From an optimization exercise on the open Yosys and OpenROAD flow, aimed at small area, a short achievable clock period and few clock cycles per item; shortcuts taken in it are not production practice.
Where RTL was checked, it was by simulation tests only, not by an equivalence proof against the original.

## rsa
module rsa #(
    parameter WIDTH = 32,
    parameter E_BITS = 32
)(
    input  wire                   clk,
    input  wire                   rst,
    input  wire                   start,
    input  wire [WIDTH-1:0]       M,
    input  wire [E_BITS-1:0]      E,
    input  wire [WIDTH-1:0]       N,
    input  wire [WIDTH-1:0]       N_INV,
    input  wire [WIDTH-1:0]       R2_MOD_N,
    output wire [WIDTH-1:0]       C,
    output reg                    done
);
==> flow/config.mk <==
export PLATFORM = sky130hd
export DESIGN_NAME = rsa
export DESIGN_NICKNAME = rsa
export VERILOG_FILES = /design/flow/design.v
export SDC_FILE = /design/flow/constraint.sdc
export NUM_CORES = 4
export LEC_CHECK = 0
export ABC_CLOCK_PERIOD_IN_PS = 5000
export CAP_MARGIN = 20
export CORE_MARGIN = 2
export CORE_UTILIZATION = 60
export CTS_BUF_LIST = sky130_fd_sc_hd__clkbuf_8 sky130_fd_sc_hd__clkbuf_16
export PLACE_DENSITY = 0.7
export SLEW_MARGIN = 20
==> flow/constraint.sdc <==
create_clock -name core_clock -period 15.0 [get_ports {clk}]
set_input_delay 3.0000 -clock core_clock [delete_from_list [all_inputs] [get_ports {clk}]]
set_output_delay 3.0000 -clock core_clock [all_outputs]
set_load 0.01 [all_outputs]
standard.sh (not shown) runs the stock make flow with config.mk's settings and CLKGATE_MAP_FILE= SYNTH_SCRIPT=/design/flow/synth_recipe.tcl, a recipe that flattens the netlist after the stock synthesis.
==> flow/flow/run.sh <==
#!/bin/bash
# Standard layout (the standard.sh: standard synthesis, floorplan, place,
# CTS, route) with three changes to how it is made:
#  - before floorplanning, flow/fixpol.tcl (with flow/fixpol.py) flips full
#    adders to remove inverters around them (FA(~a,~b,~c) = ~FA(a,b,c)); the
#    registers and the logic function are unchanged;
#  - ORFS's repair_timing is asked for 10 ns of setup margin instead of 0, so
#    that it also shortens paths that already meet the 15 ns clock;
#  - the port buffers that global placement inserts are sky130_fd_sc_hd__buf_2.
# The SDC and the clock period are the standard flow's. Make's output goes to
# make_finish.log; fixpol writes fixpol_in.txt and fixpol_ops.txt here.
set -euo pipefail
bash standard.sh SETUP_SLACK_MARGIN=10 'BUFFER_PORTS_ARGS=-buffer_cell sky130_fd_sc_hd__buf_2' "PRE_FLOORPLAN_TCL=$(pwd)/flow/fixpol.tcl" finish > make_finish.log 2>&1
Other scripts of this flow, unchanged in this note and not shown: flow/flow/fixpol.py, flow/flow/fixpol.tcl
Testbench counts at the start, summed over its fixed seeds: cycles 112,410, items 320.
Next try:
--- a/flow/design.v
+++ b/flow/design.v
@@ -62,14 +62,15 @@
             qmul[2] = c2a ^ c2b ^ c2c ^ c2d;
             qmul[3] = y[3] ^ (n[0] & y[2]) ^ (n[1] & y[1]) ^ (n[2] & y[0])
                     ^ (c2a & c2b) ^ (c2a & c2c) ^ (c2a & c2d)
                     ^ (c2b & c2c) ^ (c2b & c2d) ^ (c2c & c2d);
         end
     endfunction
     reg  [3:0] t;              
+    reg  [3:0] mlo;            
     wire [3:0] y_s = s[3:0] ^ c[3:0] ^ t;
     wire [3:0] y_k = {(s[2:0] & c[2:0]) | (s[2:0] & t[2:0]) | (c[2:0] & t[2:0]), 1'b0};
     wire [3:0] y_p = y_s ^ y_k;
     wire [3:0] y_g = y_s & y_k;
     wire [3:0] y_c;
     assign y_c[0] = cin;
     assign y_c[1] = y_g[0] | (y_p[0] & cin);
@@ -168,15 +169,15 @@
                 PH_C2:        a_nx = ez ? 4'd0 : mr_d;
                 PH_MUL:       a_nx = mr_d;
                 default:      a_nx = 4'd0;
             endcase
         end else begin
             case (ph)
                 PH_C1: begin
-                    res_nx = ez ? sum[32:0] : mr;
+                    res_nx = ez ? sum[32:0] : {1'b0, M};
                     a_nx   = ez ? 4'd1 : sum[3:0];
                 end
                 PH_C2: begin
                     res_nx = sum[32:0];
                     a_nx   = (ph_nx == PH_FIN) ? 4'd1 : sum[3:0];
                 end
                 PH_SQ: begin
@@ -196,28 +197,29 @@
     always @(posedge clk) begin
         npr  <= np;
         nr   <= N;
         ebit <= E[idx];
         isn  <= (res == {1'b0, nr});
         a    <= (ph == PH_IDLE) ? R2_MOD_N[3:0] : a_nx;
         res  <= (ph == PH_IDLE) ? {1'b0, R2_MOD_N} : res_nx;
-        t    <= (ph == PH_IDLE) ? R2_MOD_N[3:0] * R2_MOD_N[3:0] : a_nx * res_nx[3:0];
+        t    <= (ph == PH_IDLE) ? R2_MOD_N[3:0] * R2_MOD_N[3:0]
+              : a_nx * ((!it && ph == PH_C1 && !ez) ? mlo : res_nx[3:0]);
+        if (ph == PH_IDLE) mlo <= M[3:0];
         if (ph == PH_IDLE || !it) begin
             s   <= {AW{1'b0}};
             c   <= {AW{1'b0}};
             cin <= 1'b0;
             j   <= 4'd0;
         end else begin
             s   <= l6_s[W-1:K];
             c   <= l6_c[W-1:K];
             cin <= cin_n;
             j   <= jn;
         end
         if (ph == PH_IDLE) begin
-            mr  <= {1'b0, M};
             idx <= lead;
             ez  <= ~|E;
         end else if (!it) begin
             if (idx_dec) idx <= idx - 5'd1;
             if (ph == PH_C1 || ph == PH_C2) mr <= sum[32:0];
         end
     end
After rerunning: Via count goes down by a few percent; synthesized area fell slightly; final cell count is lower by a few percent.
Testbench counts after the change, summed over its fixed seeds: cycles 112,410, items 320.


rsa, a different RTL version from the one above (not shown whole).
Size: about 1800 cells after synthesis.
==> flow/config.mk <==
export PLATFORM = sky130hd
export DESIGN_NAME = rsa
export DESIGN_NICKNAME = rsa
export VERILOG_FILES = /design/flow/design.v
export SDC_FILE = /design/flow/constraint.sdc
export NUM_CORES = 4
export LEC_CHECK = 0
export ABC_CLOCK_PERIOD_IN_PS = 5000
export CAP_MARGIN = 20
export CORE_MARGIN = 2
export CORE_UTILIZATION = 60
export CTS_BUF_LIST = sky130_fd_sc_hd__clkbuf_8 sky130_fd_sc_hd__clkbuf_16
export PLACE_DENSITY = 0.7
export SLEW_MARGIN = 20
==> flow/constraint.sdc <==
create_clock -name core_clock -period 15.0 [get_ports {clk}]
set_input_delay 3.0000 -clock core_clock [delete_from_list [all_inputs] [get_ports {clk}]]
set_output_delay 3.0000 -clock core_clock [all_outputs]
set_load 0.01 [all_outputs]
==> flow/flow/run.sh <==
#!/bin/bash
# Standard layout (the standard.sh: standard synthesis, floorplan, place,
# CTS, route) with three changes to how it is made:
#  - before floorplanning, flow/fixpol.tcl (with flow/fixpol.py) flips full
#    adders to remove inverters around them (FA(~a,~b,~c) = ~FA(a,b,c)); the
#    registers and the logic function are unchanged;
#  - ORFS's repair_timing is asked for 10 ns of setup margin instead of 0, so
#    that it also shortens paths that already meet the 15 ns clock;
#  - the port buffers that global placement inserts are sky130_fd_sc_hd__buf_1.
# The SDC and the clock period are the standard flow's. Make's output goes to
# make_finish.log; fixpol writes fixpol_in.txt and fixpol_ops.txt here.
set -euo pipefail
bash standard.sh SETUP_SLACK_MARGIN=10 'BUFFER_PORTS_ARGS=-buffer_cell sky130_fd_sc_hd__buf_1' "PRE_FLOORPLAN_TCL=$(pwd)/flow/fixpol.tcl" finish > make_finish.log 2>&1
Other scripts of this flow, unchanged in this note and not shown: flow/flow/fixpol.py, flow/flow/fixpol.tcl
==> next run, changes <==
--- a/flow/design.v
+++ b/flow/design.v
@@ -25,17 +25,16 @@
     reg  [32:0]   mr;          
     reg  [AW-1:0] s, c;        
     reg           cin;         
     reg  [K-1:0]  a;           
     reg  [4:0]    idx;         
     reg           ebit;        
     reg           ez;          
     reg           isn;         
-    reg  [3:0]    iseq;        
     reg  [3:0]    npr;         
     assign C = res[31:0];
     reg  [3:0] np;
     always @(*) begin
         case (N[3:1])
             3'd0: np = 4'd15;
             3'd1: np = 4'd5;
             3'd2: np = 4'd3;
@@ -192,19 +191,17 @@
                     res_nx = isn ? 33'd0 : sum[32:0];
                 end
             endcase
         end
     end
     always @(posedge clk) begin
         npr  <= np;
         ebit <= E[idx];
-        iseq <= {res[31:24] == N[31:24], res[23:16] == N[23:16],
-                 res[15:8] == N[15:8], res[7:0] == N[7:0]};
-        isn  <= (&iseq) & ~res[32];
+        isn  <= (res == {1'b0, N});
         a    <= (ph == PH_IDLE) ? R2_MOD_N[3:0] : a_nx;
         res  <= (ph == PH_IDLE) ? {1'b0, R2_MOD_N} : res_nx;
         t    <= (ph == PH_IDLE) ? R2_MOD_N[3:0] * R2_MOD_N[3:0]
               : a_nx * ((!it && ph == PH_C1 && !ez) ? mlo : res_nx[3:0]);
         if (ph == PH_IDLE) mlo <= M[3:0];
         if (ph == PH_IDLE || !it) begin
             s   <= {AW{1'b0}};
             c   <= {AW{1'b0}};
Result:
- sequential cell count is lower by 4
- register-to-register slack hardly moves
- critical path depth drops by 10
- synthesized cell count goes down by 3.3%
- wire length is lower by 1.2%
- design area falls by 3.0%
- die area drops by 3.1%
- clock skew came out lower by 0.0042 ns
Testbench counts after the change, summed over its fixed seeds: cycles 112,410, items 320.
The RTL of the first run of this note was laid out without a check of its function.

## re-timing with driven ports
How much do the figures lean on ideal ports? The routed layouts below were timed once more, with nothing changed but the port constraints.
Step 1 assumes that a clkbuf_16 drives the clock port and a buf_2 every other input.
Step 2 also shifts input and output timing later by t, the mid clock arrival at the registers, as if the neighbouring blocks saw the same clock.
Three values: ideal ports, drivers, drivers and shift; two values: the first two.
| run | t, ns | slack for setup (ns) | worst setup path after step 2 | latest minus earliest clock arrival (ns) | cell pins on the clock port's net |
|---|---|---|---|---|---|
| the first run of note 1 | 0.516 | 10.018 / 10.018 / 10.018 | register to register | 0.012 / 0.012 | 1 |
| the second run of note 1 | 0.503 | 10.077 / 10.077 / 10.077 | register to register | 0.017 / 0.016 | 1 |
| the first run of note 2 | 0.490 | 10.097 / 10.097 / 9.713 | input to register | 0.022 / 0.022 | 1 |
| the second run of note 2 | 0.488 | 10.090 / 10.106 / 9.630 | input to register | 0.017 / 0.017 | 1 |
After both steps setup and hold are still met in every run listed. For the second run of note 2, which loses most, drivers alone change the setup slack by +0.016 ns; drivers and shift together by -0.460 ns.
